Source: an optimization exercise on an open RTL-to-GDS flow (aim: small area). Production flows keep margins and buffers that such runs may drop.
Only simulation tests tie the RTL to the original design; equivalence was not proved.
Power figures rest on the tool's default switching activity, not on a simulated workload.

==> design/flow/constraint.sdc <==
create_clock -name core_clock -period 12.0 [get_ports {ClkPort}]
set_input_delay 2.4000 -clock core_clock [delete_from_list [all_inputs] [get_ports {ClkPort}]]
set_output_delay 2.4000 -clock core_clock [all_outputs]
set_load 0.01 [all_outputs]
==> design/flow/config.mk <==
export PLATFORM = sky130hd
export DESIGN_NAME = vga_top
export DESIGN_NICKNAME = vga_top
export VERILOG_FILES = /design/flow/design.v
export SDC_FILE = /design/flow/constraint.sdc
export NUM_CORES = 4
export LEC_CHECK = 0
export ABC_AREA = 1
export CAP_MARGIN = 20
export CORE_MARGIN = 2
export CORE_UTILIZATION = 40
export SLEW_MARGIN = 20
==> design/flow/run.sh <==
#!/bin/bash
# synth_recipe.tcl (not shown) runs the flow's synth.tcl, then flattens the netlist and writes it again
# the make line also repeats each setting of config.mk as NAME=value (left out here)
make -C /OpenROAD-flow-scripts/flow DESIGN_CONFIG=/design/flow/config.mk WORK_HOME=/design/flow/orfs CLKGATE_MAP_FILE= SYNTH_SCRIPT=/design/flow/synth_recipe.tcl finish
==> design/flow/design.v <==
`timescale 1ns / 1ps
module display_controller(
	input clk,
	input rst,
	output hSync, vSync,
	output bright,
	output reg [9:0] hCount,
	output reg [9:0] vCount
	);
	function ge10;
		input [9:0] x; input [9:0] k;
		integer i; reg r;
		begin
			r = 1'b1;
			for (i = 0; i < 10; i = i + 1) r = k[i] ? (x[i] & r) : (x[i] | r);
			ge10 = r;
		end
	endfunction
	function le10;
		input [9:0] x; input [9:0] k;
		integer i; reg r;
		begin
			r = 1'b1;
			for (i = 0; i < 10; i = i + 1) r = k[i] ? (~x[i] | r) : (~x[i] & r);
			le10 = r;
		end
	endfunction
	wire h_end = hCount[9] & hCount[8] & (&hCount[4:0]);    
	wire v_end = vCount[9] & vCount[3] & vCount[2];           
	always @ (posedge clk)
		begin
		if (rst)
			begin
			hCount <= 0;
			vCount <= 0;
			end
		else if (!h_end)
			hCount <= hCount + 1'b1;
		else
			begin
			hCount <= 0;
			vCount <= v_end ? 10'd0 : vCount + 1'b1;
			end
		end
	assign hSync = ge10(hCount, 10'd96);
	assign vSync = |vCount[9:1];
	assign bright = ge10(hCount, 10'd145) && le10(hCount, 10'd784) &&
	                ge10(vCount, 10'd35) && le10(vCount, 10'd515);
endmodule
`timescale 1ns / 1ps
module block_controller(
	input clk,   
	input tick,  
	input bright,
	input rst,
	input up, input down, input left, input right,
	input [9:0] hCount, vCount,
	output reg [11:0] rgb,
	output health0,
	output [15:0] score
   );
	function ge;
		input [11:0] x; input [11:0] k;
		integer i; reg r;
		begin
			r = 1'b1;
			for (i = 0; i < 12; i = i + 1) r = k[i] ? (x[i] & r) : (x[i] | r);
			ge = r;
		end
	endfunction
	function le;
		input [11:0] x; input [11:0] k;
		integer i; reg r;
		begin
			r = 1'b1;
			for (i = 0; i < 12; i = i + 1) r = k[i] ? (~x[i] | r) : (~x[i] & r);
			le = r;
		end
	endfunction
	function inr;
		input [11:0] x; input [11:0] lo; input [11:0] hi;
		inr = ge(x, lo) & le(x, hi);
	endfunction
	reg        st_game, st_end;    
	reg [9:0]  ypos;
	reg [9:0]  cloud_xpos;
	reg [10:1] xs;                 
	reg [10:0] goomba_xpos;
	reg        goomba_flag;
	reg        health;
	reg [15:1] sc;
	reg [3:0]  coin_count;
	reg        score_flag;
	reg [10:1] coin_flag;          
	reg [9:0]  counter, prevcounter;
	reg        jump_flag;
	wire [11:0] X = {1'b0, xs, 1'b0};
	wire [11:0] Y = {2'b0, ypos};
	assign score = {sc, 1'b0};
	assign health0 = health;
	wire y_gt350 = ge(Y, 351);
	wire y_gt390 = ge(Y, 391);
	wire y_gt440 = ge(Y, 441);
	wire y_gt450 = ge(Y, 451);
	wire xb6 = le(X, 59);
	wire xb1 = inr(X, 101, 149);
	wire xp1 = inr(X, 211, 259);
	wire xb2 = inr(X, 301, 349);
	wire xp2 = inr(X, 361, 409);
	wire xb3 = inr(X, 421, 549);
	wire xb4 = inr(X, 551, 599);
	wire xp3 = inr(X, 561, 609);
	wire xb5 = inr(X, 651, 699);
	wire xgl = inr(X, 851, 929);
	wire on_b6 = xb6 && (ypos == 10'd340);
	wire on_b1 = xb1 && (ypos == 10'd360);
	wire on_p1 = xp1 && (ypos == 10'd350);
	wire on_b2 = xb2 && (ypos == 10'd290);
	wire on_p2 = xp2 && (ypos == 10'd350);
	wire on_b3 = xb3 && (ypos == 10'd260);
	wire on_b4 = xb4 && (ypos == 10'd300);
	wire on_p3 = xp3 && (ypos == 10'd350);
	wire on_b5 = xb5 && (ypos == 10'd250);
	wire on_bricks = on_b6 | on_b1 | on_b2 | on_b3 | on_b4 | on_b5;
	wire on_pipes  = on_p1 | on_p2 | on_p3;
	wire hit_below = (xb6 && (ypos == 10'd360)) | (xb1 && (ypos == 10'd380)) |
	                 (xb2 && (ypos == 10'd310)) | (xb3 && (ypos == 10'd280)) |
	                 (xb4 && (ypos == 10'd320)) | (xb5 && (ypos == 10'd270));
	wire col_down = on_pipes | on_bricks | (xgl && (ypos == 10'd390));
	wire col_fall = on_pipes | on_bricks | (xgl && !y_gt450);
	wire y_in_b1 = inr(Y, 360, 380);
	wire y_in_b2 = inr(Y, 290, 310);
	wire y_in_b3 = inr(Y, 260, 280);
	wire y_in_b4 = inr(Y, 300, 320);
	wire y_in_b5 = inr(Y, 250, 270);
	wire x360 = (xs == 10'd180);
	wire x560 = (xs == 10'd280);
	wire col_right = ((xs == 10'd105) | x360 | x560) & y_gt350 |
	                 (xs == 10'd425) & y_gt390 |
	                 (xs == 10'd50)  & y_in_b1 |
	                 (xs == 10'd150) & y_in_b2 |
	                 (xs == 10'd210) & y_in_b3 |
	                 (xs == 10'd275) & y_in_b4 |
	                 (xs == 10'd325) & y_in_b5;
	wire col_left  = ((xs == 10'd130) | (xs == 10'd205) | (xs == 10'd305)) & y_gt350 |
	                 (xs == 10'd465) & y_gt390 |
	                 (xs == 10'd75)  & y_in_b1 |
	                 (xs == 10'd175) & y_in_b2 |
	                 (xs == 10'd235) & y_in_b3 |
	                 (xs == 10'd300) & y_in_b4 |
	                 (xs == 10'd350) & (ypos == 10'd250);
	wire [10:1] coin_hit;
	assign coin_hit[1]  = on_b1;
	assign coin_hit[2]  = on_p1;
	assign coin_hit[3]  = x360 & y_gt350;
	assign coin_hit[4]  = on_p2;
	assign coin_hit[5]  = on_b3;
	assign coin_hit[6]  = x560 & y_gt350;
	assign coin_hit[7]  = on_b4;
	assign coin_hit[8]  = on_b5;
	assign coin_hit[9]  = on_b2;
	assign coin_hit[10] = on_b6;
	wire [11:0] gx = {1'b0, goomba_xpos} + X;
	wire [10:0] d = {1'b0, counter} - {1'b0, prevcounter};
	wire d_lt128 = d[10] | ~(|d[9:7]);
	wire d_is126 = (d == 11'd126);
	wire no_lr = !right && !left;
	wire jf = no_lr ? (up ? 1'b1 : (down ? 1'b0 : jump_flag)) : jump_flag;
	wire rise = jf && d_lt128;
	wire fall = !jf && (counter != 10'd0);
	wire cnt_dec = fall && !col_fall;
	wire [9:0] cnt = counter + {{9{cnt_dec}}, rise | cnt_dec};
	wire jf_clear = rise && d_is126 && !(&counter);
	wire y_is34  = (ypos == 10'd34);
	wire y_is514 = (ypos == 10'd514);
	reg  [1:0] ydel;    
	reg        yset;
	reg  [9:0] yval;
	always @(*) begin
		ydel = 2'b00;
		yset = 1'b0;
		yval = 10'd514;
		if (rise) begin
			if (!hit_below) ydel = 2'b11;
		end
		else if (fall) begin
			if (!(col_fall || y_gt450)) ydel = 2'b01;
		end
		else if (no_lr && up) begin
			yset = y_is34;
			yval = 10'd514;
		end
		else if (no_lr && down) begin
			if (!(col_down || y_gt450)) ydel = 2'b10;
			yset = y_is514;
			yval = 10'd34;
		end
	end
	wire [9:0] yadd  = ypos + {{8{ydel[0] & ydel[1]}}, ydel};
	wire [9:0] ynext = yset ? yval : yadd;
	wire xs_inc = right && !col_right;
	wire xs_dec = !right && left && !col_left && (xs != 10'd0);
	wire [9:0] xs_next = xs + {{9{xs_dec}}, xs_inc | xs_dec};
	wire st_start = !st_game && !st_end;
	wire load = rst || (tick && st_start);
	wire step = tick && st_game;
	always @(posedge clk) begin
		if (load) begin
			st_game <= !rst;
			st_end <= 1'b0;
			ypos <= 10'd450;
			cloud_xpos <= 10'd450;
			xs <= 0;
			goomba_xpos <= 11'd820;
			goomba_flag <= 1'b0;
			health <= 1'b1;
			sc <= 0;
			coin_count <= 0;
			score_flag <= 1'b0;
			coin_flag <= 0;
			counter <= 0;
			prevcounter <= 0;
			jump_flag <= 1'b0;
		end
		else begin
			if (tick && st_end)
				st_end <= 1'b0;
			if (step) begin
				if (!health || (xs == 10'd445)) begin
					st_game <= 1'b0;
					st_end <= 1'b1;
				end
				cloud_xpos <= cloud_xpos - 1'b1;
				xs <= xs_next;
				ypos <= ynext;
				counter <= cnt;
				jump_flag <= jf && !jf_clear;
				if (fall)
					prevcounter <= y_gt450 ? 10'd0 : cnt;
				if (gx == 12'd960)
					goomba_flag <= 1'b1;
				else if (goomba_flag && (gx == 12'd810))
					goomba_flag <= 1'b0;
				goomba_xpos <= goomba_xpos + {{10{goomba_flag}}, 1'b1};
				if ((goomba_xpos == 11'd400) && y_gt440)
					health <= 1'b0;
				coin_flag <= coin_flag | coin_hit;
				if (score_flag)
					coin_count <= coin_count + 1'b1;
				if (score_flag && (&coin_count)) begin
					sc <= sc + 15'd5;
					score_flag <= 1'b0;
				end
				else if (|coin_hit)
					score_flag <= 1'b1;
			end
		end
	end
	wire [11:0] H  = {2'b0, hCount};
	wire [11:0] V  = {2'b0, vCount};
	wire [11:0] S  = H + X;                                 
	wire [11:0] SG = H + {1'b0, goomba_xpos};               
	wire [10:0] DC = {1'b0, hCount} - {1'b0, cloud_xpos};   
	wire [10:0] DY = {1'b0, vCount} - {1'b0, ypos};         
	wire [11:0] DCu = {1'b0, DC};
	wire [11:0] DYu = {1'b0, DY};
	wire player = DY[10] ? ge(DYu, 12'h7FB) : le(DYu, 5);
	wire player_fill = player && inr(H, 395, 405);
	wire pipe_fill = inr(V, 350, 450) && (inr(S, 610, 660) || inr(S, 760, 810) || inr(S, 960, 1010));
	wire cloud_fill =
		(inr(V, 145, 155) && (DC[10] ? ge(DCu, 12'h7EC) : le(DCu, 20))) ||
		(inr(V, 70, 80)   && !DC[10] && inr(DCu, 95, 145)) ||
		(inr(V, 145, 155) && !DC[10] && inr(DCu, 185, 215)) ||
		(inr(V, 190, 200) && !DC[10] && inr(DCu, 85, 115));
	wire brick_fill =
		(inr(V, 360, 380) && inr(S, 500, 550)) ||
		(inr(V, 290, 310) && inr(S, 700, 750)) ||
		(inr(V, 260, 280) && inr(S, 820, 950)) ||
		(inr(V, 300, 320) && inr(S, 950, 1000)) ||
		(inr(V, 250, 270) && inr(S, 1050, 1080)) ||
		(inr(V, 340, 360) && inr(S, 350, 460)) ||
		(inr(V, 390, 450) && inr(S, 1250, 1330));
	wire flag_fill = inr(V, 290, 390) && inr(S, 1290, 1295);
	wire coin_y =
		(inr(V, 350, 356) && !coin_flag[1]  && (inr(S, 515, 521) || inr(S, 525, 531) || inr(S, 535, 541))) ||
		(inr(V, 340, 346) && !coin_flag[2]  && (inr(S, 625, 631) || inr(S, 635, 641) || inr(S, 645, 651))) ||
		(inr(V, 420, 426) && !coin_flag[3]  && (inr(S, 695, 701) || inr(S, 705, 711) || inr(S, 715, 721))) ||
		(inr(V, 340, 346) && !coin_flag[4]  && (inr(S, 775, 781) || inr(S, 785, 791) || inr(S, 795, 801))) ||
		(inr(V, 240, 246) && !coin_flag[5]  && (inr(S, 875, 881) || inr(S, 885, 891) || inr(S, 895, 901))) ||
		(inr(V, 400, 406) && !coin_flag[6]  && (inr(S, 865, 871) || inr(S, 885, 891) || inr(S, 905, 911))) ||
		(inr(V, 280, 286) && !coin_flag[7]  && (inr(S, 965, 971) || inr(S, 975, 981))) ||
		(inr(V, 230, 236) && !coin_flag[8]  && (inr(S, 1035, 1041) || inr(S, 1045, 1051))) ||
		(inr(V, 280, 286) && !coin_flag[9]  && (inr(S, 715, 721) || inr(S, 725, 731) || inr(S, 735, 741))) ||
		(inr(V, 330, 336) && !coin_flag[10] && (inr(S, 365, 371) || inr(S, 375, 381) || inr(S, 385, 391)));
	wire ground_fill = (inr(V, 430, 450) && inr(SG, 770, 790)) || ge(V, 450);
	localparam RED    = 12'hF00;
	localparam GREEN  = 12'h0F0;
	localparam WHITE  = 12'hFFF;
	localparam BROWN  = 12'hC20;
	localparam YELLOW = 12'hFF0;
	localparam SKY    = 12'h0FF;
	always @(*) begin
		if (!bright)           rgb = 12'h000;
		else if (player_fill)  rgb = RED;
		else if (pipe_fill)    rgb = GREEN;
		else if (cloud_fill)   rgb = WHITE;
		else if (brick_fill)   rgb = BROWN;
		else if (flag_fill)    rgb = WHITE;
		else if (coin_y)       rgb = YELLOW;
		else if (ground_fill)  rgb = BROWN;
		else                   rgb = SKY;
	end
endmodule
`timescale 1ns / 1ps
module vga_top(
	input ClkPort,  
	input BtnC,     
	input BtnU,
	input BtnR,
	input BtnL,
	input BtnD,
	output hSync, vSync,
	output [3:0] vgaR, vgaG, vgaB,
	output An0, An1, An2, An3, An4, An5, An6, An7,
	output Ca, Cb, Cc, Cd, Ce, Cf, Cg, Dp,
	output MemOE, MemWR, RamCS, QuadSpiFlashCS
	);
	wire Reset = BtnC;
	wire bright;
	wire [9:0] hc, vc;
	wire [15:0] score;
	wire health0;
	wire [11:0] rgb;
	reg [11:0] DIV_CLK;
	always @ (posedge ClkPort)
	begin : CLOCK_DIVIDER
		if (Reset)
			DIV_CLK <= 0;
		else
			DIV_CLK <= DIV_CLK + 1'b1;
	end
	wire move_tick = (DIV_CLK == 12'h7FF);
	display_controller dc(.clk(ClkPort), .rst(Reset), .hSync(hSync), .vSync(vSync), .bright(bright), .hCount(hc), .vCount(vc));
	block_controller sc(.clk(ClkPort), .tick(move_tick), .bright(bright), .rst(Reset), .up(BtnU), .down(BtnD), .left(BtnL), .right(BtnR),
		.hCount(hc), .vCount(vc), .rgb(rgb), .health0(health0), .score(score));
	assign vgaR = rgb[11 : 8];
	assign vgaG = rgb[7  : 4];
	assign vgaB = rgb[3  : 0];
	assign {MemOE, MemWR, RamCS, QuadSpiFlashCS} = 4'b1111;
	wire [2:0] ssdscan_clk = DIV_CLK[11:9];
	assign An0 = ~(ssdscan_clk == 3'd0);
	assign An1 = ~(ssdscan_clk == 3'd1);
	assign An2 = ~(ssdscan_clk == 3'd2);
	assign An3 = ~(ssdscan_clk == 3'd3);
	assign An4 = ~(ssdscan_clk == 3'd4);
	assign An5 = ~(ssdscan_clk == 3'd5);
	assign An6 = ~(ssdscan_clk == 3'd6);
	assign An7 = ~(ssdscan_clk == 3'd7);
	reg [3:0] SSD;
	always @(*) begin
		case (ssdscan_clk)
			3'd0: SSD = {3'b000, health0};
			3'd4: SSD = score[3:0];
			3'd5: SSD = score[7:4];
			3'd6: SSD = score[11:8];
			3'd7: SSD = score[15:12];
			default: SSD = 4'b0000;
		endcase
	end
	reg [7:0] SSD_CATHODES;
	always @(*) begin
		case (SSD)  
			4'b0000: SSD_CATHODES = 8'b00000011;
			4'b0001: SSD_CATHODES = 8'b10011111;
			4'b0010: SSD_CATHODES = 8'b00100101;
			4'b0011: SSD_CATHODES = 8'b00001101;
			4'b0100: SSD_CATHODES = 8'b10011001;
			4'b0101: SSD_CATHODES = 8'b01001001;
			4'b0110: SSD_CATHODES = 8'b01000001;
			4'b0111: SSD_CATHODES = 8'b00011111;
			4'b1000: SSD_CATHODES = 8'b00000001;
			4'b1001: SSD_CATHODES = 8'b00001001;
			4'b1010: SSD_CATHODES = 8'b00010001;
			4'b1011: SSD_CATHODES = 8'b11000001;
			4'b1100: SSD_CATHODES = 8'b01100011;
			4'b1101: SSD_CATHODES = 8'b10000101;
			4'b1110: SSD_CATHODES = 8'b01100001;
			default: SSD_CATHODES = 8'b01110001;
		endcase
	end
	assign {Ca, Cb, Cc, Cd, Ce, Cf, Cg, Dp} = SSD_CATHODES;
endmodule
==> impl_results.md, run 1 <==
* Yosys top cell by area: dfxtp_1
* Clock Path Buffers at 2
* Async SR Flop Fraction at 0%
* Share of cells above drive strength 1 at between 3 and 4%
* Total core area at 31600 µm²
* Status: no timing/DRC/antenna violations
* CTS Hold Bufs at 0
* DR vias at 13800
* Hold Path Class: reg -> reg
* WP data required at 9.60 ns
* # clock sinks at around 130
* Syn Area/Cell at 6.15 µm²
* Drt wl/cell at 16.1 µm
* Number of global-route vias before repair at 13100
* Crit end category: primary output
* Most frequent cell after synthesis: nand2_1
* Ys flop type: dfxtp_1
* Leakage at 6.51 nW
* Top cells by count, synth: nand2_1 (430), inv_1 (285), nor2_1 (253)
* Post-synth EDFFs at 1
* Post-CTS sizing at 0
* Share of the core filled with cells at 44.4%
* H-tree levels at 4
* Global-route wire length before repair at 65800 µm
* Slowest CP cell: clkdlybuf4s50_1
* Max-cap viol count at 0
* Final hold viol count at 0
* Port-buffer cells at 34
* Initial cell density of the core at 40.6%
* Die Height at 183 µm
* Clk slew on worst S/H paths at 0.06 ns
* Register area share after synthesis at ~20%
* Critical path data arrival time at 4.46 ns
* Pin count of the biggest net entering global routing at 59
* Nets at 2217
* CTS tree: built
* WL final at 40200 µm
* I/O pin count at 40
* Worst vdd ir at between 0.1 and 0.15 mV
* Synth area leaders: dfxtp_1 (20%), nand2_1 (13%), ha_1 (11%)
* Area grow syn2layout at 9.37%
* Drt first-iter violations at slightly below 1000
* Achievable Freq at approximately 150 MHz
* Synth top area share at 19.9%
* Final cell count without fillers at 2503
* Detail Route Antenna Nets at 0
* TritonCTS buffer count at 17
* HPWL Detailed at 31300 µm
* Post-route setup TNS at 0 ns
* GP Congestion at about 0.98
* Cells after DPL at 2471
* Slew @ Worst Pin at 0.812 ns
* Diode count at 0
* Max-slew violations at 0
* Critical Path Fanout Max at 12
* Post-CTS Setup Bufs at 0
* Post-synth cell types at 60
* Startpoint types: flop
* Yosys warning count at 3
* Setup violations, final at 0
* TritonRoute pass-1 iters at 7
* Worst Hold Slack at 0.454 ns
* Max-slew headroom at between 40% and 50%
* Max incr delay on CP at 0.59 ns
* Cells after Synth at 2082
* RSZ-0062 raised after global routing: false
* Antenna violations before repair at 0
* Minimum clock period at 6.86 ns
* Power per cell area at 72.2 nW/µm²
* CTS root buf: clkbuf_16
* Worst path cell trace: ha_1 > fa_1 > inv_1 > nand2_1 > nand2_1 > o21ai_0 > nand3_1 > nor2_1 > nand3_1 > nand3_1 > nand3_1 > nand2_1 > nand2_1 > nand2_1 > nor2_1 > nand4_1 > or2_1 > nor2_1 > clkdlybuf4s50_1
* Mapped Area at approximately 13000 µm²
* DRC violations left at 0
* FP Rows at between 60 and 70
* WS Path Type: reg -> out
* Most frequent CP cell: nand2_1
* Drt via density at 5.53
* Total track usage at 24.4%
* Clock Skew at roughly 0.011 ns
* Number of synthesized register bits at about 130
* Period Utilization, post-route at 57.2%
* R2R setup slack at 7.36 ns
* Clock latency on the worst-skew pair at 0.44 ns
* DIE AREA at 33500 µm²
* GRT overflow at 0
* Chip Width at between 150 and 200 µm
## worst max-delay path, delay by kind of cell (launching register included)
family | cells | cell delay (ns)
flops | 1 | 0.46
simple gates | 14 | 1.77
fa+ha+maj | 2 | 0.81
compound gates | 1 | 0.31
buf+inv | 2 | 0.67
## cells by family (layout without fill, tap and decap cells)
family | Yosys count | count (layout) | synth area share (%)
xor+xnor | 59 | 59 | 4.04
simple gates | 1018 | 1018 | 35.0
buf+inv | 342 | 357 | 10.5
compound gates | 411 | 411 | 17.8
fa+ha+maj | 123 | 123 | 12.6
other cells | 1 | 5 | 0.0293
flops | 128 | 128 | 20.1
## area by class of cell
| cell class | count | area, µm² |
|---|---|---|
| Sequential cell | 128 | 2570 |
| Fill cell | 3361 | 17600 |
| Inverter | 288 | 1080 |
| Clock buffer | 17 | 425 |
| Clock inverter | 15 | 148 |
| Timing Repair Buffer | 37 | 363 |
| Multi-Input combinational cell | 1616 | 8910 |
| Tap cell | 402 | 503 |
## final timing paths
kind / from / to / cells after the start
setup / recovery: dc.hCount[1] / vgaB[3] / 19
hold / removal: DIV_CLK[0] / DIV_CLK[0] / 1
setup reg to reg: sc.xs[5] / sc.counter[9] / 25
hold reg to reg: DIV_CLK[0] / DIV_CLK[0] / 1
## where the power goes
part | switching [mW] | internal, mW
sequential | 0.00354 | 0.427
combinational | 0.0402 | 0.0188
clock | 0.230 | 0.291
## stage by stage
stage	cell area, µm²	setup WS [ns]	total power, mW
after floorplan	12800	6.62	0.483
after global placement	13400	5.59	0.498
after detailed placement	13400	5.53	0.498
after CTS	14000	5.17	1.02
after global routing	14000	4.63	1.05
final	14000	5.14	1.01
## per-layer routing
layer | share of wire (%) | track usage [%] | vias up
li1 | - | - | 6966
met1 | 47 | 31.5 | 6346
met2 | 45 | 40.9 | 449
met3 | 4.9 | 3.63 | 80
met4 | 3.7 | 9.89 | 0
met5 | 0 | 0 | -
## placed cells by master, fill, tap and decap left out, types with 6 or more instances in the layout
cell / netlist / final
a211oi_1: 6 / 6
a21o_1: 11 / 11
a21oi_1: 187 / 187
a31oi_1: 11 / 11
clkbuf_16: 0 / 17
clkdlybuf4s50_1: 0 / 34
dfxtp_1: 127 / 127
fa_1: 10 / 10
ha_1: 113 / 113
inv_1: 285 / 285
inv_6: 0 / 7
nand2_1: 430 / 429
nand2_2: 6 / 7
nand3_1: 151 / 151
nand3b_1: 8 / 8
nand4_1: 51 / 51
nor2_1: 253 / 253
nor3_1: 67 / 66
nor4_1: 14 / 14
o211ai_1: 9 / 9
o21ai_0: 131 / 131
o21ai_1: 6 / 6
o21bai_1: 9 / 9
o22ai_1: 8 / 8
or2_2: 7 / 7
xnor2_1: 19 / 19
xor2_1: 40 / 40
## flip-flops by register name, indices dropped and copies added, names as in the netlist
| signal | cells |
|---|---|
| DIV_CLK | 12 |
| dc.hCount | 10 |
| dc.vCount | 10 |
| sc.cloud_xpos | 10 |
| sc.coin_count | 4 |
| sc.coin_flag | 10 |
| sc.counter | 10 |
| sc.goomba_flag | 1 |
| sc.goomba_xpos | 11 |
| sc.health | 1 |
| sc.jump_flag | 1 |
| sc.prevcounter | 10 |
| sc.sc | 15 |
| sc.score_flag | 1 |
| sc.st_end | 1 |
| sc.st_game | 1 |
| sc.xs | 10 |
| sc.ypos | 10 |
==> run 2: changes to the inputs <==
==> design/flow/flow/run.sh (new file) <==
#!/bin/bash
# Own layout flow:
#  1. the standard synthesis (standard.sh, up to 1_2_yosys.v);
#  2. the combinational logic between the registers re-mapped for area by
#     ABC (flow/resynth.tcl); every register instance, its name and its cell
#     are kept exactly as the standard synthesis made them;
#  3. the standard layout steps from that netlist on (standard.sh finish).
# Each tool writes its full output to a log file of its own in this folder.
set -euo pipefail
W=$(pwd)
R=$W/orfs/results/$FLOW_PLATFORM/vga_top/base

bash standard.sh "$R/1_2_yosys.v" > 1_synth_standard.log 2>&1
cp "$R/1_2_yosys.v" "$W/1_2_yosys_standard.v"

RS_IN="$W/1_2_yosys_standard.v" RS_OUT="$W/1_2_yosys_resynth.v" \
  yosys -c flow/resynth.tcl > 1_resynth_yosys.log 2>&1
cp "$W/1_2_yosys_resynth.v" "$R/1_2_yosys.v"
touch "$R/1_2_yosys.v"

bash standard.sh finish > 2_layout_standard.log 2>&1
test -f out/final.def
==> design/flow/flow/resynth.tcl (new file) <==
# Re-map the combinational logic of the standard synthesis netlist for area.
# Flip-flop cells are kept as instances (same names, same cells); everything
# else is read as its liberty function, flattened and mapped again by ABC.
set lib $::env(FLOW_HOME)/platforms/$::env(FLOW_PLATFORM)/lib/sky130_fd_sc_hd__tt_025C_1v80.lib
set top $::env(FLOW_TOP)

yosys read_liberty -ignore_miss_func $lib
yosys read_verilog $::env(RS_IN)
yosys hierarchy -top $top
yosys setattr -mod -set keep_hierarchy 1 sky130_fd_sc_hd__*df* sky130_fd_sc_hd__*dl*
yosys flatten
yosys rename -hide w:_*
yosys opt -purge $top
yosys stat -liberty $lib

set dont_use {}
foreach c {probe_p_8 probec_p_8 lpflow_bleeder_1 lpflow_clkbufkapwr_1 lpflow_clkbufkapwr_16
  lpflow_clkbufkapwr_2 lpflow_clkbufkapwr_4 lpflow_clkbufkapwr_8 lpflow_clkinvkapwr_1
  lpflow_clkinvkapwr_16 lpflow_clkinvkapwr_2 lpflow_clkinvkapwr_4 lpflow_clkinvkapwr_8
  lpflow_decapkapwr_12 lpflow_decapkapwr_3 lpflow_decapkapwr_4 lpflow_decapkapwr_6
  lpflow_decapkapwr_8 lpflow_inputiso0n_1 lpflow_inputiso0p_1 lpflow_inputiso1n_1
  lpflow_inputiso1p_1 lpflow_inputisolatch_1 lpflow_isobufsrc_1 lpflow_isobufsrc_16
  lpflow_isobufsrc_2 lpflow_isobufsrc_4 lpflow_isobufsrc_8 lpflow_isobufsrckapwr_16
  lpflow_lsbuf_lh_hl_isowell_tap_1 lpflow_lsbuf_lh_hl_isowell_tap_2
  lpflow_lsbuf_lh_hl_isowell_tap_4 lpflow_lsbuf_lh_isowell_4 lpflow_lsbuf_lh_isowell_tap_1
  lpflow_lsbuf_lh_isowell_tap_2 lpflow_lsbuf_lh_isowell_tap_4} {
  lappend dont_use -dont_use sky130_fd_sc_hd__$c
}

# area-oriented AIG optimisation, then the area mapper
yosys abc -liberty $lib {*}$dont_use -script "+strash;&get,-n;&deepsyn,-T,60;&put;dch,-f;amap;topo" $top
yosys opt_clean -purge

yosys hilomap -singleton -hicell sky130_fd_sc_hd__conb_1 HI -locell sky130_fd_sc_hd__conb_1 LO $top
yosys insbuf -buf sky130_fd_sc_hd__buf_4 A X $top
yosys splitnets $top
yosys opt_clean -purge
yosys stat -liberty $lib
yosys check $top
yosys select $top
yosys write_verilog -noattr -nohex -nodec -selected $::env(RS_OUT)
==> design/flow/standard.sh (new file) <==
#!/bin/bash
# synth_recipe.tcl (not shown) runs the flow's synth.tcl, then flattens the netlist and writes it again
# the make line also repeats each setting of config.mk as NAME=value (left out here)
make -C /OpenROAD-flow-scripts/flow DESIGN_CONFIG=/design/flow/config.mk WORK_HOME=/design/flow/orfs CLKGATE_MAP_FILE= SYNTH_SCRIPT=/design/flow/synth_recipe.tcl "${@:-finish}"
--- a/design/flow/config.mk
+++ b/design/flow/config.mk
@@ -6,5 +6,4 @@
 export NUM_CORES = 4
 export LEC_CHECK = 0
-export ABC_AREA = 1
 export CAP_MARGIN = 20
 export CORE_MARGIN = 2
removed: design/flow/run.sh
==> run 2 against run 1 <==
  * Fmax decreased by 21%
  * Critical path depth increased by 6
  * Global-route usage up 3.7 points
  * Sequential power grew 1%
  * Clock power up 4.6%
  * Hold slack worse by 0.012 ns
  * Largest cell class unchanged
  * Largest power group unchanged
==> impl_results.md, run 2 <==
* Mapped Area at 9270 µm² (was 12800 µm²)
* Setup violations, final at 0 (unchanged)
* Post-route setup TNS at 0 ns (unchanged)
* Combinational share of power at 8.6% (was 5.8%)
* Post-CTS sizing at 0 (unchanged)
* DRC violations left at 0 (unchanged)
* Commonest non-fill, non-tap cell in the layout: nor2_1 (was nand2_1)
* Sequential share of power at 40.7% (was 42.6%)
* Cells after DPL at 1798 (was 2471)
* Area grow syn2layout at 14.4% (was 9.37%)
* Clock Power Share at 50.7% (was 51.5%)
* Global-route wire length before repair at 54100 µm (was 65800 µm)
* Die Height at 156 µm (was 183 µm)
* DIE AREA at 24400 µm² (was 33500 µm²)
* Max-cap viol count at 0 (unchanged)
* HPWL Detailed at 26100 µm (was 31300 µm)
* Clock Path Buffers at 2 (unchanged)
* WL final at 34000 µm (was 40200 µm)
* FP Rows at 55 (was 65)
* Worst vdd ir at 0.0767 mV (was 0.100 mV)
* TritonRoute pass-1 iters at 5 (was 7)
* Critical Path Fanout Max at 12 (unchanged)
* Drt first-iter violations at 1032 (was 979)
* # fillers at 2421 (was 3361)
* H-tree levels at 4 (unchanged)
* Number of global-route vias before repair at 10100 (was 13100)
* Final cell count without fillers at 1830 (was 2503)
* Diode count at 0 (unchanged)
* Clk slew on worst S/H paths at 0.07 ns (was 0.06 ns)
* Cells after Synth at 1474 (was 2082)
* Chip Width at 156 µm (was 183 µm)
* Achievable Freq at 116 MHz (was 146 MHz)
* Post-CTS Setup Bufs at 0 (unchanged)
* Sw Share at 29.6% (was 27.0%)
* # clock sinks at 128 (unchanged)
* Total track usage at 28.1% (was 24.4%)
* Final hold viol count at 0 (unchanged)
* Worst R2R Path Depth at 26 (was 25)
* Slew @ Worst Pin at 0.964 ns (was 0.812 ns)
* Commonest non-fill, non-tap cells in the layout: nor2_1 (362), clkinv_1 (193), dfxtp_1 (127) (was nand2_1 (429), inv_1 (285), nor2_1 (253))
* Int Power at 0.756 mW (was 0.737 mW)
* Largest registers: sc.sc: 15 flops, DIV_CLK: 12 flops, sc.goomba_xpos: 11 flops (unchanged)
* CTS Hold Bufs at 0 (unchanged)
* Pin count of the biggest net entering global routing at 43 (was 59)
* Yosys warning count at 3 (unchanged)
* Period Utilization, post-route at 72.0% (was 57.2%)
* WP data required at 9.60 ns (about the same)
* I/O pin count at 40 (unchanged)
* Port-buffer cells at 34 (unchanged)
* Footprint of the multi-input gates at 5900 µm² (was 8910 µm²)
* Max-slew violations at 0 (unchanged)
* Initial cell density of the core at 40.8% (was 40.6%)
* Worst Hold Slack at 0.442 ns (was 0.454 ns)
* Drt wl/cell at 18.6 µm (was 16.1 µm)
* Leakage at 3.39 nW (was 6.51 nW)
* CTS root buf: clkbuf_16 (unchanged)
* Detail Route Antenna Nets at 0 (unchanged)
* TritonCTS buffer count at 17 (unchanged)
* Clock latency on the worst-skew pair at 0.43 ns (was 0.44 ns)
* GRT overflow at 0 (unchanged)
* WHS Path Cells at 1 (unchanged)
* Clock Skew at 0.0137 ns (was 0.0105 ns)
* CTS tree: built (unchanged)
* DR vias at 11000 (was 13800)
* Share of cells above drive strength 1 at 2.98% (was 3.47%)
* Switching pwr at 0.318 mW (was 0.273 mW)
* Nets at 1538 (was 2217)
* Power per cell area at 101 nW/µm² (was 72.2 nW/µm²)
* Drt via density at 6.02 (was 5.53)
* GP Congestion at 1.02 (was 0.981)
* Status: no timing/DRC/antenna violations (unchanged)
* Top reg by flops: sc.sc (unchanged)
* RSZ-0062 raised after global routing: false (unchanged)
* WS Path Type: reg -> out (unchanged)
* Critical path data arrival time at 6.24 ns (was 4.46 ns)
* Hold Path Class: reg -> reg (unchanged)
* Max reg flops at 15 (unchanged)
* Max-slew headroom at 35.1% (was 45.6%)
* Startpoint types: flop (unchanged)
* Antenna violations before repair at 0 (unchanged)
* Minimum clock period at 8.64 ns (was 6.86 ns)
* Syn Area/Cell at 6.29 µm² (was 6.15 µm²)
* FF/Latch Area at 2570 µm² (unchanged)
* Crit end category: primary output (unchanged)
* Total core area at 22700 µm² (was 31600 µm²)
* Power, Total at 1.07 mW (was 1.01 mW)
run 2: path summary, 6_finish.rpt:
check                                start  slack (ns)                end
worst max-delay path              sc.xs[3]        3.36            vgaB[1]
worst min-delay path            DIV_CLK[0]        0.44         DIV_CLK[0]
worst max register to register    sc.xs[6]        6.12  sc.prevcounter[7]
worst min register to register  DIV_CLK[0]        0.44         DIV_CLK[0]
run 2: final cells by class:
cell class | instances | area share, %
Tap cell | 285 | 3.36
Multi-Input combinational cell | 1145 | 55.6
Sequential cell | 128 | 24.3
Clock buffer | 17 | 4.01
Inverter | 193 | 6.83
Timing Repair Buffer | 47 | 4.13
Clock inverter | 15 | 1.77
run 2: power by group through the flow:
stage / logic (mW) / registers, mW / clock network [mW]
finish: 0.0925 / 0.437 / 0.545
global route: 0.101 / 0.437 / 0.571
CTS: 0.0908 / 0.436 / 0.552
detailed placement: 0.0904 / 0.446 / 0
global placement: 0.0921 / 0.446 / 0
floorplan: 0.0629 / 0.443 / 0
run 2: through the flow:
step	utilization (%)	worst slack [ns]	instance area [µm²]
finish	46.7	3.36	10600
global route	46.7	2.73	10600
CTS	46.7	3.40	10600
detailed placement	44.0	3.86	9990
global placement	44.0	4.15	9990
floorplan	-	4.92	9280
run 2: worst max-delay path: stages, from the launching register on:
cell	delay [ns]
dfxtp_1	0.62
clkinv_1	0.41
a22oi_1	0.29
nand2_1	0.09
o21ai_0	0.10
nand2_1	0.10
o21ai_0	0.12
nand2_1	0.10
o21ai_0	0.11
nand2_1	0.10
o21ai_0	0.10
nand2_1	0.09
o21ai_0	0.10
nand2_1	0.09
o21ai_0	0.11
nor2_1	0.06
a21oi_1	0.28
clkinv_1	0.14
or3_1	0.40
or4_1	0.40
nor3_1	0.24
or2_0	0.19
a31oi_1	0.08
nor3_1	0.36
nor3b_1	0.51
clkdlybuf4s50_1	0.64
run 2: routing by layer:
metal,track usage [%],part of all wire [%],up-vias
met2,45.5,45,495
met3,3.77,6.4,110
li1,-,-,5431
met5,0,0,-
met1,36.4,43,4974
met4,15.0,5.3,0
==> run 3: changes to the inputs <==
--- a/design/flow/design.v
+++ b/design/flow/design.v
@@ -28,18 +28,10 @@
 	wire h_end = hCount[9] & hCount[8] & (&hCount[4:0]);    
 	wire v_end = vCount[9] & vCount[3] & vCount[2];           
+	wire [9:0] h_inc = hCount + 1'b1;
+	wire [9:0] v_inc = vCount + {9'd0, h_end};
 	always @ (posedge clk)
 		begin
-		if (rst)
-			begin
-			hCount <= 0;
-			vCount <= 0;
-			end
-		else if (!h_end)
-			hCount <= hCount + 1'b1;
-		else
-			begin
-			hCount <= 0;
-			vCount <= v_end ? 10'd0 : vCount + 1'b1;
-			end
+		hCount <= (rst || h_end) ? 10'd0 : h_inc;
+		vCount <= (rst || (h_end && v_end)) ? 10'd0 : v_inc;
 		end
 	assign hSync = ge10(hCount, 10'd96);
@@ -93,5 +85,6 @@
 	reg        score_flag;
 	reg [10:1] coin_flag;          
-	reg [9:0]  counter, prevcounter;
+	reg [9:0]  counter;
+	reg [10:0] jd;                 
 	reg        jump_flag;
 	wire [11:0] X = {1'b0, xs, 1'b0};
@@ -162,14 +155,21 @@
 	assign coin_hit[10] = on_b6;
 	wire [11:0] gx = {1'b0, goomba_xpos} + X;
-	wire [10:0] d = {1'b0, counter} - {1'b0, prevcounter};
-	wire d_lt128 = d[10] | ~(|d[9:7]);
-	wire d_is126 = (d == 11'd126);
+	wire st_start = !st_game && !st_end;
+	wire load = rst || (tick && st_start);
+	wire step = tick && st_game;
+	wire jd_lt128 = jd[10] | ~(|jd[9:7]);
+	wire jd_is126 = (jd == 11'd126);
+	wire cnt_max  = &counter;
 	wire no_lr = !right && !left;
 	wire jf = no_lr ? (up ? 1'b1 : (down ? 1'b0 : jump_flag)) : jump_flag;
-	wire rise = jf && d_lt128;
+	wire rise = jf && jd_lt128;
 	wire fall = !jf && (counter != 10'd0);
 	wire cnt_dec = fall && !col_fall;
-	wire [9:0] cnt = counter + {{9{cnt_dec}}, rise | cnt_dec};
-	wire jf_clear = rise && d_is126 && !(&counter);
+	wire s_inc = step && rise;
+	wire s_dec = step && cnt_dec;
+	wire [9:0] cnt = counter + {{9{s_dec}}, s_inc | s_dec};
+	wire jf_clear = rise && jd_is126 && !cnt_max;
+	wire [10:0] jd_inc = jd + {10'd0, s_inc};
+	wire [10:0] jd_rise = {jd_inc[10] ^ (s_inc & cnt_max), jd_inc[9:0]};
 	wire y_is34  = (ypos == 10'd34);
 	wire y_is514 = (ypos == 10'd514);
@@ -196,29 +196,35 @@
 			yval = 10'd34;
 		end
+		if (!step) begin
+			ydel = 2'b00;
+			yset = 1'b0;
+		end
 	end
 	wire [9:0] yadd  = ypos + {{8{ydel[0] & ydel[1]}}, ydel};
-	wire [9:0] ynext = yset ? yval : yadd;
-	wire xs_inc = right && !col_right;
-	wire xs_dec = !right && left && !col_left && (xs != 10'd0);
-	wire [9:0] xs_next = xs + {{9{xs_dec}}, xs_inc | xs_dec};
-	wire st_start = !st_game && !st_end;
-	wire load = rst || (tick && st_start);
-	wire step = tick && st_game;
+	wire xs_inc = step && right && !col_right;
+	wire xs_dec = step && !right && left && !col_left && (xs != 10'd0);
+	wire [10:0] g_add = goomba_xpos + {{10{step & goomba_flag}}, step};
+	wire sc_add = step && score_flag && (&coin_count);
 	always @(posedge clk) begin
+		cloud_xpos  <= load ? 10'd450 : cloud_xpos - {9'd0, step};
+		xs          <= load ? 10'd0 : xs + {{9{xs_dec}}, xs_inc | xs_dec};
+		goomba_xpos <= load ? 11'd820 : g_add;
+		counter     <= load ? 10'd0 : cnt;
+		ypos        <= load ? 10'd450 : (yset ? yval : yadd);
+		sc          <= load ? 15'd0 : sc + {12'd0, sc_add, 1'b0, sc_add};
+		coin_count  <= load ? 4'd0 : coin_count + {3'd0, step & score_flag};
+		coin_flag   <= load ? 10'd0 : coin_flag | (coin_hit & {10{step}});
+		if (load)
+			jd <= 11'd0;
+		else if (step && fall)
+			jd <= y_gt450 ? {1'b0, cnt} : 11'd0;
+		else
+			jd <= jd_rise;
 		if (load) begin
 			st_game <= !rst;
 			st_end <= 1'b0;
-			ypos <= 10'd450;
-			cloud_xpos <= 10'd450;
-			xs <= 0;
-			goomba_xpos <= 11'd820;
 			goomba_flag <= 1'b0;
 			health <= 1'b1;
-			sc <= 0;
-			coin_count <= 0;
 			score_flag <= 1'b0;
-			coin_flag <= 0;
-			counter <= 0;
-			prevcounter <= 0;
 			jump_flag <= 1'b0;
 		end
@@ -231,25 +237,13 @@
 					st_end <= 1'b1;
 				end
-				cloud_xpos <= cloud_xpos - 1'b1;
-				xs <= xs_next;
-				ypos <= ynext;
-				counter <= cnt;
 				jump_flag <= jf && !jf_clear;
-				if (fall)
-					prevcounter <= y_gt450 ? 10'd0 : cnt;
 				if (gx == 12'd960)
 					goomba_flag <= 1'b1;
 				else if (goomba_flag && (gx == 12'd810))
 					goomba_flag <= 1'b0;
-				goomba_xpos <= goomba_xpos + {{10{goomba_flag}}, 1'b1};
 				if ((goomba_xpos == 11'd400) && y_gt440)
 					health <= 1'b0;
-				coin_flag <= coin_flag | coin_hit;
-				if (score_flag)
-					coin_count <= coin_count + 1'b1;
-				if (score_flag && (&coin_count)) begin
-					sc <= sc + 15'd5;
+				if (score_flag && (&coin_count))
 					score_flag <= 1'b0;
-				end
 				else if (|coin_hit)
 					score_flag <= 1'b1;
@@ -332,13 +326,15 @@
 	wire health0;
 	wire [11:0] rgb;
-	reg [11:0] DIV_CLK;
+	reg [6:0] DIV_HI;
+	wire div_lo_end = &hc[4:0];
 	always @ (posedge ClkPort)
 	begin : CLOCK_DIVIDER
 		if (Reset)
-			DIV_CLK <= 0;
+			DIV_HI <= 0;
 		else
-			DIV_CLK <= DIV_CLK + 1'b1;
+			DIV_HI <= DIV_HI + {6'd0, div_lo_end};
 	end
-	wire move_tick = (DIV_CLK == 12'h7FF);
+	wire [11:0] DIV_CLK = {DIV_HI, hc[4:0]};
+	wire move_tick = (DIV_HI == 7'h3F) && div_lo_end;    
 	display_controller dc(.clk(ClkPort), .rst(Reset), .hSync(hSync), .vSync(vSync), .bright(bright), .hCount(hc), .vCount(vc));
 	block_controller sc(.clk(ClkPort), .tick(move_tick), .bright(bright), .rst(Reset), .up(BtnU), .down(BtnD), .left(BtnL), .right(BtnR),
--- a/design/flow/config.mk
+++ b/design/flow/config.mk
@@ -8,4 +8,5 @@
 export CAP_MARGIN = 20
 export CORE_MARGIN = 2
-export CORE_UTILIZATION = 40
+export CORE_UTILIZATION = 70
+export PLACE_DENSITY = 0.8
 export SLEW_MARGIN = 20
==> run 3 against run 2 <==
  * Total power is 11% lower
  * Register-to-register slack hardly changed
  * Clock power is 9.5% lower
  * Design area is 4.7% lower
  * Flip-flop and latch count is 4 lower
  * Final cell count is 9.5% lower
  * Clock-buffer cell count is 5 higher
  * Die area is 44% lower
  * Hold slack better by 0.019 ns
  * Largest power group unchanged
==> impl_results.md, run 3 <==
* Status: no timing/DRC/antenna violations (unchanged)
* Crit end category: primary output (unchanged)
* Nets at 1478 (was 1538)
* Pre-CTS setup slack at 4.18 ns (was 3.86 ns)
* TritonCTS buffer count at 17 (unchanged)
* DR vias at 11300 (was 11000)
* Max incr delay on CP at 0.62 ns (was 0.64 ns)
* # fillers at 924 (was 2421)
* TritonRoute pass-1 iters at 10 (was 5)
* Number of global-route vias before repair at 10400 (was 10100)
* Die Height at 117 µm (was 156 µm)
* Slowest CP cell: clkdlybuf4s50_1 (unchanged)
* Clock Path Buffers at 2 (unchanged)
* RSZ-0062 raised after global routing: false (unchanged)
* Setup slack after layout at 3.62 ns (was 3.36 ns)
* Final hold viol count at 0 (unchanged)
* Drt via density at 6.80 (was 6.02)
* Max reg flops at 15 (unchanged)
* Worst R2R Path Depth at 25 (was 26)
* Power per cell area at 94.2 nW/µm² (was 101 nW/µm²)
* Syn Area/Cell at 6.34 µm² (was 6.29 µm²)
* Startpoint types: flop (unchanged)
* CTS root buf: clkbuf_16 (unchanged)
* Critical Path Fanout Max at 11 (was 12)
* # clock sinks at 124 (was 128)
* Post-CTS Setup Bufs at 0 (unchanged)
* Setup violations, final at 0 (unchanged)
* Minimum clock period at 8.38 ns (was 8.64 ns)
* CTS Hold Bufs at 0 (unchanged)
* Share of cells above drive strength 1 at 2.63% (was 2.98%)
* Max-slew headroom at 41.7% (was 35.1%)
* Clk slew on worst S/H paths at 0.05 ns (was 0.07 ns)
* Yosys warning count at 3 (unchanged)
* Achievable Freq at 119 MHz (was 116 MHz)
* Detail Route Antenna Nets at 0 (unchanged)
* Mapped Area at 9000 µm² (was 9270 µm²)
* Cells after Synth at 1420 (was 1474)
* WS Path Type: reg -> out (unchanged)
* Period Utilization, post-route at 69.8% (was 72.0%)
* Leakage at 3.30 nW (was 3.39 nW)
* WHS Path Cells at 1 (unchanged)
* WP depth at 29 (was 25)
* GP Congestion at 1.12 (was 1.02)
* CTS tree: built (unchanged)
* Clock Skew at 0.0113 ns (was 0.0137 ns)
* Largest registers: sc.sc: 15 flops, sc.goomba_xpos: 11 flops, sc.jd: 11 flops (was sc.sc: 15 flops, DIV_CLK: 12 flops, sc.goomba_xpos: 11 flops)
* Post-CTS sizing at 0 (unchanged)
* Port-buffer cells at 34 (unchanged)
* Area after DPL at 9530 µm² (was 9990 µm²)
* Area grow syn2layout at 12.2% (was 14.4%)
* FP Rows at 41 (was 55)
* Drt wl/cell at 18.3 µm (was 18.6 µm)
* Total core area at 12600 µm² (was 22700 µm²)
* Antenna violations before repair at 0 (unchanged)
* Power, Total at 0.951 mW (was 1.07 mW)
* I/O pin count at 40 (unchanged)
* Final Cell Area at 10100 µm² (was 10600 µm²)
* Chip Width at 117 µm (was 156 µm)
* Diode count at 0 (unchanged)
* Drt first-iter violations at 1823 (was 1032)
* Global-route wire length before repair at 48900 µm (was 54100 µm)
* Top reg by flops: sc.sc (unchanged)
* Worst vdd ir at 0.153 mV (was 0.0767 mV)
* Max-slew violations at 0 (unchanged)
* GRT overflow at 0 (unchanged)
* DRC violations left at 0 (unchanged)
* Max-cap viol count at 0 (unchanged)
* Commonest non-fill, non-tap cell in the layout: nor2_1 (unchanged)
* H-tree levels at 4 (unchanged)
* Post-route setup TNS at 0 ns (unchanged)
* DIE AREA at 13800 µm² (was 24400 µm²)
* Commonest non-fill, non-tap cells in the layout: nor2_1 (334), clkinv_1 (172), nand2_1 (142) (was nor2_1 (362), clkinv_1 (193), dfxtp_1 (127))
* Worst path buffer plus inverter count at 6 (was 3)
* WP data required at 9.60 ns (about the same)
* WL final at 30200 µm (was 34000 µm)
* HPWL Detailed at 21700 µm (was 26100 µm)
* Clock latency on the worst-skew pair at 0.43 ns (about the same)
* Pin count of the biggest net entering global routing at 37 (was 43)
* Slew @ Worst Pin at 0.870 ns (was 0.964 ns)
* Total track usage at 42.8% (was 28.1%)
* Hold Path Class: reg -> reg (unchanged)
* Critical path data arrival time at 5.98 ns (was 6.24 ns)
* Initial cell density of the core at 71.6% (was 40.8%)
* CP delay by family, top: compound AO/OA/AOI/OAI gates (was simple AND/OR/NAND/NOR gates)
==> run 3: power breakdown <==
| group | total [mW] | leakage, nW | switching, mW | internal, mW |
|---|---|---|---|---|
| combinational | 0.0429 | 2.04 | 0.0307 | 0.0122 |
| sequential | 0.415 | 1.00 | 0.00175 | 0.413 |
| clock | 0.493 | 0.264 | 0.193 | 0.300 |
| total | 0.951 | 3.30 | 0.226 | 0.725 |
==> run 3: layer usage <==
metal | wire, µm | vias up | global-route usage [%]
li1 | - | 5238 | -
met1 | 11500 | 5015 | 53.3
met2 | 13300 | 799 | 67.1
met3 | 3760 | 221 | 12.0
met4 | 1640 | 0 | 23.6
met5 | 0 | - | 0
==> run 3: final timing paths <==
check               start         to  slack, ns
min              sc.sc[2]   sc.sc[2]       0.46
max          dc.hCount[2]    vgaB[3]       3.62
max reg2reg  dc.hCount[0]  sc.sc[15]       6.13
min reg2reg      sc.sc[2]   sc.sc[2]       0.46
==> run 3: area by class of cell <==
type / count / area (µm²) / share of cell area (%)
clock inverter: 10 / 91.3 / 0.904
tap: 172 / 215 / 2.13
timing repair buffer: 41 / 393 / 3.89
sequential: 124 / 2490 / 24.7
multi-input combinational: 1115 / 5780 / 57.3
clock buffer: 22 / 474 / 4.70
inverter: 173 / 649 / 6.43
==> run 3: worst register-to-register path, stage by stage (launching register included) <==
cell and delay (ns):
dfxtp_1 0.48, clkinv_1 0.26, nor2_1 0.36, nand2_1 0.13, nor2_1 0.21, and3_1 0.24
and3_1 0.23, nand2_1 0.14, nor2_1 0.22, nand2_1 0.42, clkinv_1 0.47, and3_1 0.30
and3_1 0.22, nand2_1 0.12, clkinv_1 0.10, o21ai_0 0.10, nor2_1 0.20, and3_1 0.25
nand2_1 0.10, nor2_1 0.20, and3_1 0.27, nand2_1 0.09, nor2_1 0.21, and3_1 0.24
nor2_1 0.05, a211oi_1 0.19
==> run 3: per-stage QoR <==
step           hold WS [ns]  instances  util (%)
6_report              0.461       1657      80.4
5_1_grt               0.488       1657      80.4
4_1_cts               0.459       1657      80.4
3_5_place_dp          0.453       1625      75.9
3_3_place_gp          0.442       1625      75.9
2_1_floorplan         0.418       1424         -
==> run 4: changes to the inputs <==
--- a/design/flow/flow/run.sh
+++ b/design/flow/flow/run.sh
@@ -5,5 +5,6 @@
 #     ABC (flow/resynth.tcl); every register instance, its name and its cell
 #     are kept exactly as the standard synthesis made them;
-#  3. the standard layout steps from that netlist on (standard.sh finish).
+#  3. the standard layout steps from that netlist on (standard.sh finish),
+#     with the ports buffered by buf_1 cells.
 # Each tool writes its full output to a log file of its own in this folder.
 set -euo pipefail
@@ -19,4 +20,6 @@
 touch "$R/1_2_yosys.v"
 
-bash standard.sh finish > 2_layout_standard.log 2>&1
+# every port still gets its own buffer, but the smallest one (buf_1) rather
+# than the delay buffer the resizer picks by default
+bash standard.sh finish "BUFFER_PORTS_ARGS=-buffer_cell sky130_fd_sc_hd__buf_1" > 2_layout_standard.log 2>&1
 test -f out/final.def
--- a/design/flow/config.mk
+++ b/design/flow/config.mk
@@ -8,5 +8,7 @@
 export CAP_MARGIN = 20
 export CORE_MARGIN = 2
-export CORE_UTILIZATION = 70
-export PLACE_DENSITY = 0.8
+export CORE_UTILIZATION = 50
+export CTS_BUF_LIST = sky130_fd_sc_hd__clkbuf_8 sky130_fd_sc_hd__clkbuf_16
+export CTS_CLUSTER_DIAMETER = 100
+export CTS_CLUSTER_SIZE = 30
 export SLEW_MARGIN = 20
==> run 4 against run 3 <==
  * Still clean on timing, DRC and antenna
  * Non-clock buffer count did not move
  * Design area shrank 0.83%
  * Via count decreased by 5.0%
  * Hold slack worse by 0.0019 ns
  * Critical path type unchanged
  * Critical endpoint is now vgaB[1]
==> impl_results.md, run 4 <==
* Worst Hold Slack at 0.459 ns (was 0.461 ns)
* Syn Area/Cell at 6.34 µm² (unchanged)
* DIE AREA at 19100 µm² (was 13800 µm²)
* Max reg flops at 15 (unchanged)
* Footprint of the multi-input gates at 5780 µm² (unchanged)
* Max-slew headroom at 40.8% (was 41.7%)
* Mapped Area at 9000 µm² (unchanged)
* Largest registers: sc.sc: 15 flops, sc.goomba_xpos: 11 flops, sc.jd: 11 flops (unchanged)
* Clock Path Buffers at 2 (unchanged)
* WP data required at 9.60 ns (about the same)
* Status: no timing/DRC/antenna violations (unchanged)
* Drt wl/cell at 18.4 µm (was 18.3 µm)
* FP Rows at 49 (was 41)
* Die Height at 138 µm (was 117 µm)
* Nets at 1478 (unchanged)
* RSZ-0062 raised after global routing: false (unchanged)
* # clock sinks at 124 (unchanged)
* CTS tree: built (unchanged)
* Clock latency on the worst-skew pair at 0.43 ns (about the same)
* Drt first-iter violations at 1070 (was 1823)
* Top reg by flops: sc.sc (unchanged)
* Port-buffer cells at 34 (unchanged)
* Yosys warning count at 3 (unchanged)
* Critical path data arrival time at 5.67 ns (was 5.98 ns)
* Post-route setup TNS at 0 ns (unchanged)
* Period Utilization, post-route at 67.3% (was 69.8%)
* CTS Hold Bufs at 0 (unchanged)
* HPWL Detailed at 23900 µm (was 21700 µm)
* # fillers at 1828 (was 924)
* Post-CTS sizing at 0 (unchanged)
* Clock Skew at 0.0147 ns (was 0.0113 ns)
* Number of global-route vias before repair at 9819 (was 10400)
* Startpoint types: flop (unchanged)
* WS Path Type: reg -> out (unchanged)
* FF/Latch Area at 2490 µm² (unchanged)
* Achievable Freq at 124 MHz (was 119 MHz)
* Leakage at 3.25 nW (was 3.30 nW)
* Chip Width at 138 µm (was 117 µm)
* TritonCTS buffer count at 17 (unchanged)
* Final cell count without fillers at 1714 (was 1657)
* DR vias at 10700 (was 11300)
* CTS root buf: clkbuf_16 (unchanged)
* TritonRoute pass-1 iters at 8 (was 10)
* Antenna violations before repair at 0 (unchanged)
* Post-CTS Setup Bufs at 0 (unchanged)
* Initial cell density of the core at 50.6% (was 71.6%)
* Cells after Synth at 1420 (unchanged)
* Minimum clock period at 8.07 ns (was 8.38 ns)
* Max-slew violations at 0 (unchanged)
* Max-cap viol count at 0 (unchanged)
* GRT overflow at 0 (unchanged)
* Hold Path Class: reg -> reg (unchanged)
* Total core area at 17800 µm² (was 12600 µm²)
* Drt via density at 6.25 (was 6.80)
* Cells after DPL at 1682 (was 1625)
* Crit end category: primary output (unchanged)
* I/O pin count at 40 (unchanged)
* Clk slew on worst S/H paths at 0.06 ns (was 0.05 ns)
* WL final at 31600 µm (was 30200 µm)
* Share of cells above drive strength 1 at 2.63% (unchanged)
* Commonest non-fill, non-tap cells in the layout: nor2_1 (334), clkinv_1 (172), nand2_1 (142) (unchanged)
* DRC violations left at 0 (unchanged)
* Area grow syn2layout at 11.3% (was 12.2%)
* GP Congestion at 1.01 (was 1.12)
* Setup violations, final at 0 (unchanged)
* Diode count at 0 (unchanged)
* Slew @ Worst Pin at 0.884 ns (was 0.870 ns)
* Final hold viol count at 0 (unchanged)
* Detail Route Antenna Nets at 0 (unchanged)
* H-tree levels at 4 (unchanged)
* Commonest non-fill, non-tap cell in the layout: nor2_1 (unchanged)
* Critical Path Fanout Max at 11 (unchanged)
* Worst vdd ir at 0.0971 mV (was 0.153 mV)
* Global-route wire length before repair at 51200 µm (was 48900 µm)
* Total track usage at 32.9% (was 42.8%)
* Power per cell area at 100 nW/µm² (was 94.2 nW/µm²)
* Pin count of the biggest net entering global routing at 53 (was 37)
==> run 4: final timing paths <==
path	slack, ns	end	start	cells after the start
setup / recovery	3.93	vgaB[1]	dc.hCount[2]	27
hold / removal	0.46	sc.coin_flag[10]	sc.coin_flag[10]	2
setup reg to reg	6.27	sc.sc[15]	dc.hCount[0]	25
hold reg to reg	0.46	sc.coin_flag[10]	sc.coin_flag[10]	2
==> run 4: report_power, final <==
part | switching [mW] | internal [mW] | leakage [nW] | total, mW
Combinational | 0.0310 | 0.0111 | 1.94 | 0.0421
Sequential | 0.00165 | 0.413 | 1.00 | 0.415
Clock | 0.197 | 0.347 | 0.304 | 0.544
==> run 4: critical path, cell delays in order, from the launching register on <==
cell and delay (ns):
dfxtp_1 0.54, clkinv_1 0.23, o22ai_1 0.35, clkinv_1 0.17, nand2_1 0.11, o21a_1 0.15
nand2_1 0.07, o21ai_0 0.11, nand2_1 0.10, o21a_1 0.12, nand2_1 0.07, o21a_1 0.14
nand2_1 0.07, o21ai_0 0.13, nand2_1 0.11, o21ai_0 0.13, nand2_1 0.10, o21ai_0 0.11
nor2_1 0.07, a21oi_1 0.33, clkinv_1 0.18, nor3_1 0.47, o31ai_1 0.18, nor3_1 0.24
a31oi_1 0.10, nor3_1 0.28, nor3b_1 0.39, buf_1 0.20
==> run 4: layout make-up <==
type / count / area share [%]
multi-input combinational: 1115 / 57.8
sequential: 124 / 24.9
inverter: 173 / 6.48
clock buffer: 21 / 4.80
tap: 229 / 2.86
timing repair buffer: 41 / 1.80
clock inverter: 11 / 1.42
==> run 4: metrics by stage <==
step	setup slack, ns	instance area [µm²]	power [mW]	util [%]
final	3.93	10000	1.00	56.3
after global routing	3.38	10000	1.03	56.3
after CTS	4.07	10000	1.01	56.3
after detailed placement	4.53	9390	0.465	52.8
after global placement	4.71	9390	0.465	52.8
after floorplan	4.80	9010	0.453	-
==> run 4: layer usage <==
metal | wire [µm] | share of wire [%] | GRT usage (%)
met5 | 0 | 0 | 0
met4 | 1280 | 4.0 | 15.3
met3 | 2660 | 8.4 | 5.47
met2 | 13800 | 44 | 50.7
met1 | 13900 | 44 | 45.1
==> run 5: changes to the inputs <==
==> design/flow/config.mk (replaced) <==
export PLATFORM = sky130hd
export DESIGN_NAME = vga_top
export DESIGN_NICKNAME = vga_top
export VERILOG_FILES = /design/flow/design.v
export SDC_FILE = /design/flow/constraint.sdc
export NUM_CORES = 4
export LEC_CHECK = 0
export CAP_MARGIN = 20
export CORE_MARGIN = 2
export CORE_UTILIZATION = 65
export CTS_BUF_LIST = sky130_fd_sc_hd__clkbuf_8
export PLACE_DENSITY = 0.75
export SLEW_MARGIN = 20
==> run 5 against run 4 <==
  * Total power is 16% lower
  * Hold slack gained 0.0069 ns
  * Clock-buffer cell count decreased by 2
  * Routed wire length fell by 2.4%
  * Clock skew grew 0.0069 ns
  * Design area down 2.9%
  * Critical path depth increased by 2
  * Synthesized cell count stayed put
  * Fmax increased by 0.46%
  * Critical path type unchanged
  * Critical endpoint is now vgaB[2]
  * Largest power group is now registers
==> impl_results.md, run 5 <==
* Status: no timing/DRC/antenna violations (unchanged)
* Global-route wire length before repair at 49800 µm (was 51200 µm)
* Number of global-route vias before repair at 10100 (was 9819)
* Crit end category: primary output (unchanged)
* Max-cap viol count at 0 (unchanged)
* Drt via density at 6.71 (was 6.25)
* Post-CTS Setup Bufs at 0 (unchanged)
* Final hold viol count at 0 (unchanged)
* Largest registers: sc.sc: 15 flops, sc.goomba_xpos: 11 flops, sc.jd: 11 flops (unchanged)
* WL final at 30800 µm (was 31600 µm)
* Pin count of the biggest net entering global routing at 64 (was 53)
* Total core area at 13400 µm² (was 17800 µm²)
* Critical path data arrival time at 5.64 ns (was 5.67 ns)
* CTS root buf: clkbuf_8 (was clkbuf_16)
* Clock Path Buffers at 2 (unchanged)
* Share of cells above drive strength 1 at 2.76% (was 2.63%)
* Minimum clock period at 8.04 ns (was 8.07 ns)
* Footprint of the multi-input gates at 5780 µm² (unchanged)
* Achievable Freq at 124 MHz (about the same)
* TritonRoute pass-1 iters at 8 (unchanged)
* Commonest non-fill, non-tap cells in the layout: nor2_1 (334), clkinv_1 (172), nand2_1 (142) (unchanged)
* Max-slew violations at 0 (unchanged)
* Setup violations, final at 0 (unchanged)
* Antenna violations before repair at 0 (unchanged)
* Leakage at 3.14 nW (was 3.25 nW)
* TritonCTS buffer count at 17 (unchanged)
* CP delay by family, top: compound AO/OA/AOI/OAI gates (was simple AND/OR/NAND/NOR gates)
* H-tree levels at 4 (unchanged)
* Area grow syn2layout at 8.11% (was 11.3%)
* Hold Path Class: reg -> reg (unchanged)
* Top reg by flops: sc.sc (unchanged)
* Power, Total at 0.841 mW (was 1.00 mW)
* I/O pin count at 40 (unchanged)
* GP Congestion at 1.08 (was 1.01)
* Max reg flops at 15 (unchanged)
* Chip Width at 122 µm (was 138 µm)
* DRC violations left at 0 (unchanged)
* Initial cell density of the core at 67.2% (was 50.6%)
* Drt wl/cell at 18.6 µm (was 18.4 µm)
* Setup slack after layout at 3.96 ns (was 3.93 ns)
* FF/Latch Area at 2490 µm² (unchanged)
* Period Utilization, post-route at 67.0% (was 67.3%)
* Syn Area/Cell at 6.34 µm² (unchanged)
* CTS Hold Bufs at 0 (unchanged)
* Startpoint types: flop (unchanged)
* Worst path buffer plus inverter count at 6 (was 4)
* Cells after DPL at 1629 (was 1682)
* Die Height at 122 µm (was 138 µm)
* Diode count at 0 (unchanged)
* Max-slew headroom at 39.2% (was 40.8%)
* FP Rows at 42 (was 49)
* Mapped Area at 9000 µm² (unchanged)
* Cells after Synth at 1420 (unchanged)
* Clk slew on worst S/H paths at 0.08 ns (was 0.06 ns)
* Worst vdd ir at 0.0939 mV (was 0.0971 mV)
* Yosys warning count at 3 (unchanged)
* GRT overflow at 0 (unchanged)
* WHS Path Cells at 1 (was 2)
* Slew @ Worst Pin at 0.909 ns (was 0.884 ns)
* Final cell count without fillers at 1661 (was 1714)
* Pre-CTS setup slack at 4.57 ns (was 4.53 ns)
* Post-CTS sizing at 0 (unchanged)
* WS Path Type: reg -> out (unchanged)
* Total track usage at 42.7% (was 32.9%)
* DR vias at 11200 (was 10700)
* Worst R2R Path Depth at 25 (unchanged)
* Detail Route Antenna Nets at 0 (unchanged)
* Port-buffer cells at 34 (unchanged)
* Slowest CP cell: dfxtp_1 (unchanged)
* Commonest non-fill, non-tap cell in the layout: nor2_1 (unchanged)
* Max incr delay on CP at 0.54 ns (about the same)
* Clock latency on the worst-skew pair at 0.49 ns (was 0.43 ns)
* Critical Path Fanout Max at 10 (was 11)
* DIE AREA at 14800 µm² (was 19100 µm²)
* # clock sinks at 124 (unchanged)
* Nets at 1478 (unchanged)
* RSZ-0062 raised after global routing: false (unchanged)
* Clock Skew at 0.0216 ns (was 0.0147 ns)
* Drt first-iter violations at 1591 (was 1070)
* HPWL Detailed at 22600 µm (was 23900 µm)
* Post-route setup TNS at 0 ns (unchanged)
* Power per cell area at 86.5 nW/µm² (was 100 nW/µm²)
* WP data required at 9.60 ns (about the same)
* # fillers at 1104 (was 1828)
* WP depth at 29 (was 27)
* Worst Hold Slack at 0.466 ns (was 0.459 ns)
* CTS tree: built (unchanged)
[run 5: changes by cell type in the layout (fill, tap and decap cells not counted), sizes merged]
cell      before  now
bufinv         3    2
clkbuf        21   19
clkinvlp       3    5
inv            3    4
[run 5: area by class of cell]
type / count / area share [%]
clock buffers: 19 / 2.69
clock inverters: 13 / 1.44
inverters: 173 / 6.68
multi-input cells: 1115 / 59.5
flip-flops and latches: 124 / 25.6
well taps: 176 / 2.26
repair buffers: 41 / 1.85
[run 5: worst paths after layout]
check / from / to / slack, ns
min reg2reg: sc.sc[15] / sc.sc[15] / 0.47
max: sc.xs[2] / vgaB[2] / 3.96
min: sc.sc[15] / sc.sc[15] / 0.47
max reg2reg: dc.hCount[0] / sc.sc[15] / 6.15
[run 5: report_power, final]
part	internal (mW)	switching (mW)	leakage [nW]
Sequential	0.412	0.00162	1.00
Combinational	0.0111	0.0307	1.94
Clock	0.196	0.190	0.191
Total	0.619	0.222	3.14
[run 5: per-layer routing]
metal / share of wire (%) / vias to the layer above / wire [µm] / global-route usage [%]
li1: - / 5228 / - / -
met1: 38 / 4938 / 11700 / 53.6
met2: 43 / 788 / 13300 / 64.3
met3: 13 / 199 / 4060 / 15.2
met4: 5.7 / 0 / 1760 / 22.8
met5: 0 / - / 0 / 0
[run 5: through the flow]
stage               utilization (%)  area [µm²]
floorplan                         -        9010
global placement               69.6        9330
detailed placement             69.6        9330
CTS                            72.6        9730
global route                   72.6        9730
finish                         72.6        9730

-- separate check: timing with driven ports --
How much do the figures lean on ideal ports? The routed layouts below were timed once more, with nothing changed but the port constraints. Step 1, drivers: a clkbuf_16 drives ClkPort and a buf_2 each remaining input, both assumed. Step 2 times the ports against the registers' clock, not the clock port: input delays grow and output delays shrink by t, the midpoint of the rising clock arrivals with the driver on. Three values: ideal ports, drivers, drivers and shift; two values: the first two.
run	t, ns	setup slack, ns	worst register clock-pin slew, ns	worst slew at a driven data input, ns
run 1	0.492	5.137 / 5.082 / 5.496	0.07 / 0.07	0.03
run 2	0.474	3.356 / 3.308 / 3.782	0.07 / 0.07	0.04
run 3	0.465	3.620 / 3.574 / 4.039	0.06 / 0.06	0.03
run 4	0.469	3.928 / 3.880 / 4.349	0.06 / 0.06	0.03
run 5	0.517	3.964 / 3.926 / 4.443	0.09 / 0.09	0.03
After both steps every run listed still meets setup and hold.
